Background: an optimization exercise with open tools, aiming at small area. Do not read the settings as production practice.
In this exercise RTL edits were held to simulation tests only and were not proved equivalent to the original.
Power and IR drop assume default switching activity.

## south
==> flow/design.v <==
module sev_seg(
    input clk,
    input rst,
    input [2:0] min,
    input [2:0] sec_t,
    input [3:0] sec_u,
    output wire [3:0] IO_SSEG_SEL,
    output reg [6:0] IO_SSEG
);
    reg [1:0] current_LED;
    reg [2:0] counter;        
    reg [3:0] sel;
    reg [3:0] shown;
    reg [3:0] old_0;
    reg [2:0] old_1, old_2;
    reg seen;
    wire step = counter[2] & ~counter[1];   
    wire [1:0] next_LED = current_LED + step;
    always @(posedge clk) begin
      if (rst) begin
        counter <= 0;
        current_LED <= 0;
        sel <= 0;
        shown <= 4'd8;
        seen <= 0;
      end else begin
        counter <= {counter[1:0], ~counter[2]};
        current_LED <= next_LED;
        case (next_LED)
            2'd0: sel <= sec_u;
            2'd1: sel <= {1'b0, sec_t};
            2'd2: sel <= {1'b0, min};
            2'd3: sel <= 4'd0;
        endcase
        if (step) begin
            if (current_LED == 2'd3) seen <= 1'b1;
            case (current_LED)
                2'd3: shown <= old_0;
                2'd0: shown <= seen ? {1'b0, old_1} : 4'd8;
                2'd1: shown <= seen ? {1'b0, old_2} : 4'd8;
                2'd2: shown <= seen ? 4'd0 : 4'd8;
            endcase
        end else begin
            shown <= sel;
        end
      end
    end
    always @(posedge clk) begin
        if (step) begin
            case (current_LED)
                2'd0: old_0 <= sel;
                2'd1: old_1 <= sel[2:0];
                2'd2: old_2 <= sel[2:0];
                default: ;
            endcase
        end
    end
    assign IO_SSEG_SEL = (current_LED == 2'b00) ? 4'b1110 :
                         (current_LED == 2'b01) ? 4'b1101 :
                         (current_LED == 2'b10) ? 4'b1011 :
                         4'b0111;
    wire A = shown[3], B = shown[2], C = shown[1], D = shown[0];
    always @(*) begin
        IO_SSEG[0] = ~(A | C | (B & D) | (~B & ~D));
        IO_SSEG[1] = ~(~B | (~C & ~D) | (C & D));
        IO_SSEG[2] = ~(B | ~C | D);
        IO_SSEG[3] = ~((~B & ~D) | (C & ~D) | (B & ~C & D) | (~B & C));
        IO_SSEG[4] = ~((~B & ~D) | (C & ~D));
        IO_SSEG[5] = ~(A | (~C & ~D) | (B & ~C) | (B & ~D));
        IO_SSEG[6] = ~(A | (B & ~C) | (~B & C) | (C & ~D));
    end
endmodule
module timer(
    input clk,
    input rst,
    input IO_BTN_C, IO_BTN_L, IO_BTN_R,
    input [2:0] IO_SWITCH,
    output wire [6:0] IO_SSEG,
    output wire [3:0] IO_SSEG_SEL,
    output wire [15:0] IO_LED
);
    reg [9:0] counter;        
    reg [7:0] blink_counter;  
    reg [2:0] min;            
    reg [2:0] sec_t;          
    reg [3:0] sec_u;          
    reg [1:0] timer_state;    
    reg led;
    assign IO_LED = {16{led}};
    sev_seg U00(
        .clk(clk),
        .rst(rst),
        .min(min),
        .sec_t(sec_t),
        .sec_u(sec_u),
        .IO_SSEG_SEL(IO_SSEG_SEL),
        .IO_SSEG(IO_SSEG)
    );
    wire st_clear = (timer_state == 2'b00);
    wire st_run   = (timer_state == 2'b01);
    wire st_pause = (timer_state == 2'b10);
    wire st_done  = (timer_state == 2'b11);
    wire tick  = counter[9] & counter[8] & counter[7] & counter[6] & counter[5] & counter[3];
    wire blink = blink_counter[7] & blink_counter[6] & blink_counter[5] & blink_counter[4] &
                 blink_counter[3] & blink_counter[1];
    wire u_zero = ~(sec_u[3] | sec_u[2] | sec_u[1] | sec_u[0]);
    wire t_zero = ~(sec_t[2] | sec_t[1] | sec_t[0]);
    wire m_zero = ~(min[2] | min[1] | min[0]);
    wire counting = st_run & ~IO_BTN_R & ~IO_BTN_L;   
    wire second   = counting & tick;                  
    wire finished = second & u_zero & t_zero & m_zero;
    wire dec_u    = second & ~(u_zero & t_zero & m_zero);
    wire dec_t    = dec_u & u_zero;
    wire dec_m    = dec_t & t_zero;
    wire blinking = st_done & ~IO_BTN_L;              
    wire [3:0] u_dn = {u_zero | (sec_u[3] & sec_u[0]),
                       (sec_u[2] & (sec_u[1] | sec_u[0])) | (sec_u[3] & ~sec_u[0]),
                       sec_u[1] ? sec_u[0] : (~sec_u[0] & (sec_u[2] | sec_u[3])),
                       ~sec_u[0]};
    wire [2:0] t_dn = {t_zero | (sec_t[2] & sec_t[0]),
                       (sec_t[1] & sec_t[0]) | (sec_t[2] & ~sec_t[0]),
                       ~sec_t[0]};
    wire [2:0] m_dn = {min[2] & min[0],
                       (min[1] & min[0]) | (min[2] & ~min[0]),
                       ~min[0]};
    wire [2:0] preset = {~IO_SWITCH[0] & ~IO_SWITCH[1] & IO_SWITCH[2],
                         ~IO_SWITCH[0] & IO_SWITCH[1],
                         IO_SWITCH[0] | IO_SWITCH[1] | IO_SWITCH[2]};
    wire [9:0] c_tgl;
    wire [7:0] b_tgl;
    assign c_tgl[0] = counting;
    assign b_tgl[0] = blinking;
    genvar i;
    generate
        for (i = 1; i < 10; i = i + 1) begin : cg
            assign c_tgl[i] = c_tgl[i-1] & counter[i-1];
        end
        for (i = 1; i < 8; i = i + 1) begin : bg
            assign b_tgl[i] = b_tgl[i-1] & blink_counter[i-1];
        end
    endgenerate
    reg [1:0] next_state;
    always @(*) begin
        case (timer_state)
            2'b00: next_state = (~IO_BTN_L & IO_BTN_C) ? 2'b01 : 2'b00;
            2'b01: next_state = IO_BTN_R ? 2'b10 : IO_BTN_L ? 2'b00 : finished ? 2'b11 : 2'b01;
            2'b10: next_state = IO_BTN_C ? 2'b01 : IO_BTN_L ? 2'b00 : 2'b10;
            default: next_state = IO_BTN_L ? 2'b00 : 2'b11;
        endcase
    end
    always @(posedge clk) begin
        if (rst) begin
            timer_state <= 2'b00;
            counter <= 0;
            blink_counter <= 0;
            min <= 0; sec_t <= 0; sec_u <= 0;
        end else begin
            timer_state <= next_state;
            counter <= (counting & tick) ? 10'd0 : counter ^ c_tgl;
            blink_counter <= (blinking & blink) ? 8'd0 : blink_counter ^ b_tgl;
            if (st_clear) begin
                min <= preset; sec_t <= 0; sec_u <= 0;
            end else begin
                if (dec_u) sec_u <= u_dn;
                if (dec_t) sec_t <= t_dn;
                if (dec_m) min <= m_dn;
            end
        end
    end
    always @(posedge clk)
        led <= ~rst & blinking & (led ^ blink);
endmodule
==> flow/config.mk <==
export PLATFORM = sky130hd
export DESIGN_NAME = timer
export DESIGN_NICKNAME = timer
export VERILOG_FILES = /design/flow/design.v
export SDC_FILE = /design/flow/constraint.sdc
export NUM_CORES = 4
export LEC_CHECK = 0
export CAP_MARGIN = 20
export CORE_MARGIN = 2
export CORE_UTILIZATION = 40
export PLACE_DENSITY = 0.6
export SLEW_MARGIN = 20
==> flow/constraint.sdc <==
create_clock -name core_clock -period 10.0 [get_ports {clk}]
set_input_delay 2.0000 -clock core_clock [delete_from_list [all_inputs] [get_ports {clk}]]
set_output_delay 2.0000 -clock core_clock [all_outputs]
set_load 0.01 [all_outputs]
standard.sh (not shown) runs the stock make flow with config.mk's settings and CLKGATE_MAP_FILE= SYNTH_SCRIPT=/design/flow/synth_recipe.tcl, a recipe that flattens the netlist after the stock synthesis.
==> flow/flow/run.sh <==
#!/bin/bash
# The standard layout, with these changes to how it is made:
#  - after the standard synthesis, its combinational logic is mapped again
#    for area (ABC: deepsyn, choices, area-recovering mapping); the
#    registers, their names and cell types stay as the synthesis made them
#  - ports are buffered with the smallest buffer (buf_1)
#  - clock tree synthesis inserts no dummy loads
#  - after global routing, cells off the critical paths are downsized
# Logs: synth.log, reopt.log (Yosys/ABC), flow.log (make); ORFS's own logs
# stay in orfs/logs.
set -euo pipefail
export BUFFER_PORTS_ARGS="-buffer_cell sky130_fd_sc_hd__buf_1"
export CTS_ARGS="-sink_clustering_enable -repair_clock_nets -dont_use_dummy_load"
export RECOVER_POWER=100

PLAT=$FLOW_HOME/platforms/$FLOW_PLATFORM
LIB=$PLAT/lib/sky130_fd_sc_hd__tt_025C_1v80.lib
RES=$PWD/orfs/results/$FLOW_PLATFORM/timer/base
YOSYS=yosys
[[ -x $FLOW_HOME/../tools/install/yosys/bin/yosys ]] && YOSYS=$FLOW_HOME/../tools/install/yosys/bin/yosys

# 1. standard synthesis only
bash standard.sh "$RES/1_2_yosys.v" > synth.log 2>&1
cp "$RES/1_2_yosys.v" standard_synth.v

# 2. map the combinational logic again; registers are kept as instances
python3 flow/mkcells.py "$LIB" > comb_cells.v
DONT_USE=$(make -s -C "$FLOW_HOME" DESIGN_CONFIG="$PWD/config.mk" WORK_HOME="$PWD/orfs" print-DONT_USE_CELLS 2>/dev/null | sed -n 's/^DONT_USE_CELLS: //p')
DU=""
for c in $DONT_USE; do DU="$DU -dont_use $c"; done
$YOSYS -l reopt.log -p "
read_verilog comb_cells.v
read_liberty -lib -ignore_redef $LIB
read_verilog standard_synth.v
hierarchy -top $FLOW_TOP
flatten
hierarchy -top $FLOW_TOP
techmap
opt -purge
abc -liberty $LIB $DU -script $PWD/flow/reopt.abc
opt_clean -purge
insbuf -buf sky130_fd_sc_hd__buf_1 A X
stat -liberty $LIB
write_verilog -noattr -nohex -nodec reopt.v
" > /dev/null
cp reopt.v "$RES/1_2_yosys.v"

# 3. the rest of the standard layout
bash standard.sh > flow.log 2>&1
Other scripts of this flow, unchanged in this note and not shown: flow/flow/mkcells.py, flow/flow/reopt.abc
Input changes introduced in north (baseline for comparison: south):
-- flow/design.v --
<<< south, line 14
    reg [3:0] old_0;
    reg [2:0] old_1, old_2;
    reg seen;
    wire step = counter[2] & ~counter[1];   
    wire [1:0] next_LED = current_LED + step;
>>> north, line 14
    reg [3:0] old_0;
    reg [2:0] old_1, old_2;
    wire step = counter[2] & ~counter[1];   
    wire [1:0] next_LED = current_LED + step;
<<< south, line 23
        sel <= 0;
        shown <= 4'd8;
        seen <= 0;
      end else begin
        counter <= {counter[1:0], ~counter[2]};
>>> north, line 22
        sel <= 0;
        shown <= 4'd8;
      end else begin
        counter <= {counter[1:0], ~counter[2]};
<<< south, line 34
        endcase
        if (step) begin
            if (current_LED == 2'd3) seen <= 1'b1;
            case (current_LED)
                2'd3: shown <= old_0;
                2'd0: shown <= seen ? {1'b0, old_1} : 4'd8;
                2'd1: shown <= seen ? {1'b0, old_2} : 4'd8;
                2'd2: shown <= seen ? 4'd0 : 4'd8;
            endcase
        end else begin
>>> north, line 32
        endcase
        if (step) begin
            case (current_LED)
                2'd3: shown <= old_0;
                2'd0: shown <= (old_1 == 3'd7) ? 4'd8 : {1'b0, old_1};
                2'd1: shown <= (old_2 == 3'd7) ? 4'd8 : {1'b0, old_2};
                2'd2: shown <= (old_2 == 3'd7) ? 4'd8 : 4'd0;
            endcase
        end else begin
<<< south, line 47
    end
    always @(posedge clk) begin
        if (step) begin
            case (current_LED)
                2'd0: old_0 <= sel;
>>> north, line 44
    end
    always @(posedge clk) begin
        if (rst) begin
            old_1 <= 3'd7; old_2 <= 3'd7;
        end else if (step) begin
            case (current_LED)
                2'd0: old_0 <= sel;
<<< south, line 101
    wire st_pause = (timer_state == 2'b10);
    wire st_done  = (timer_state == 2'b11);
    wire tick  = counter[9] & counter[8] & counter[7] & counter[6] & counter[5] & counter[3];
    wire blink = blink_counter[7] & blink_counter[6] & blink_counter[5] & blink_counter[4] &
                 blink_counter[3] & blink_counter[1];
    wire u_zero = ~(sec_u[3] | sec_u[2] | sec_u[1] | sec_u[0]);
    wire t_zero = ~(sec_t[2] | sec_t[1] | sec_t[0]);
>>> north, line 100
    wire st_pause = (timer_state == 2'b10);
    wire st_done  = (timer_state == 2'b11);
    wire tick  = (counter == 10'd356);
    wire blink = (blink_counter == 8'd216);
    wire u_zero = ~(sec_u[3] | sec_u[2] | sec_u[1] | sec_u[0]);
    wire t_zero = ~(sec_t[2] | sec_t[1] | sec_t[0]);
<<< south, line 127
                         ~IO_SWITCH[0] & IO_SWITCH[1],
                         IO_SWITCH[0] | IO_SWITCH[1] | IO_SWITCH[2]};
    wire [9:0] c_tgl;
    wire [7:0] b_tgl;
    assign c_tgl[0] = counting;
    assign b_tgl[0] = blinking;
    genvar i;
    generate
        for (i = 1; i < 10; i = i + 1) begin : cg
            assign c_tgl[i] = c_tgl[i-1] & counter[i-1];
        end
        for (i = 1; i < 8; i = i + 1) begin : bg
            assign b_tgl[i] = b_tgl[i-1] & blink_counter[i-1];
        end
    endgenerate
    reg [1:0] next_state;
    always @(*) begin
>>> north, line 125
                         ~IO_SWITCH[0] & IO_SWITCH[1],
                         IO_SWITCH[0] | IO_SWITCH[1] | IO_SWITCH[2]};
    reg [1:0] next_state;
    always @(*) begin
<<< south, line 157
        end else begin
            timer_state <= next_state;
            counter <= (counting & tick) ? 10'd0 : counter ^ c_tgl;
            blink_counter <= (blinking & blink) ? 8'd0 : blink_counter ^ b_tgl;
            if (st_clear) begin
                min <= preset; sec_t <= 0; sec_u <= 0;
>>> north, line 142
        end else begin
            timer_state <= next_state;
            if (counting)
                counter <= tick ? 10'd0 : {counter[8:0], ~(counter[9] ^ counter[6])};
            if (blinking)
                blink_counter <= blink ? 8'd0 :
                    {blink_counter[6:0], ~(blink_counter[7] ^ blink_counter[5] ^ blink_counter[4] ^ blink_counter[3])};
            if (st_clear) begin
                min <= preset; sec_t <= 0; sec_u <= 0;
==> run summary <==
north completed; timing, DRC and antenna clean. north has total number of multi-input combinational cells below what south had. [compare] base=south new=north: HPWL reported at the end of detailed placement grew by 130 microns, sequential share of layout area lower, share of power burned in the clock network grew by 2.2 points. Max post-route clock period utilization across north and south: south. Maximum frequency for north: 10% up relative to south.

-- afterwards: timing with drivers on the ports --
The results above use ideal ports. As a check the final layouts listed here were re-extracted and re-timed, cells and wires unchanged.
Step 1 (the two cells are an assumption about what drives the block):
set clk [get_ports {clk}]
set_driving_cell -lib_cell sky130_fd_sc_hd__clkbuf_16 $clk
set_driving_cell -lib_cell sky130_fd_sc_hd__buf_2 [delete_from_list [all_inputs] $clk]
Step 2 adds t to the input delays and takes it off the output delays; t is the mean of the earliest and latest rising clock arrival at the registers after step 1. Input paths then give back, and output paths get back, about the clock's delay inside the block.
Three values: ideal, step 1, step 2; two values: the first two.
run	shift t [ns]	slack for setup (ns)	worst register clock-pin slew, ns	worst data-port slew with drivers (ns)	cell pins on the clock port's net
south	0.323	5.430 / 5.435 / 5.113	0.09 / 0.09	0.03	1
north	0.319	5.857 / 5.860 / 5.541	0.10 / 0.10	0.03	1
After both steps every run listed still meets setup and hold. The setup slack of south, which loses most, moves by +0.005 ns with the drivers and by -0.317 ns with both steps.
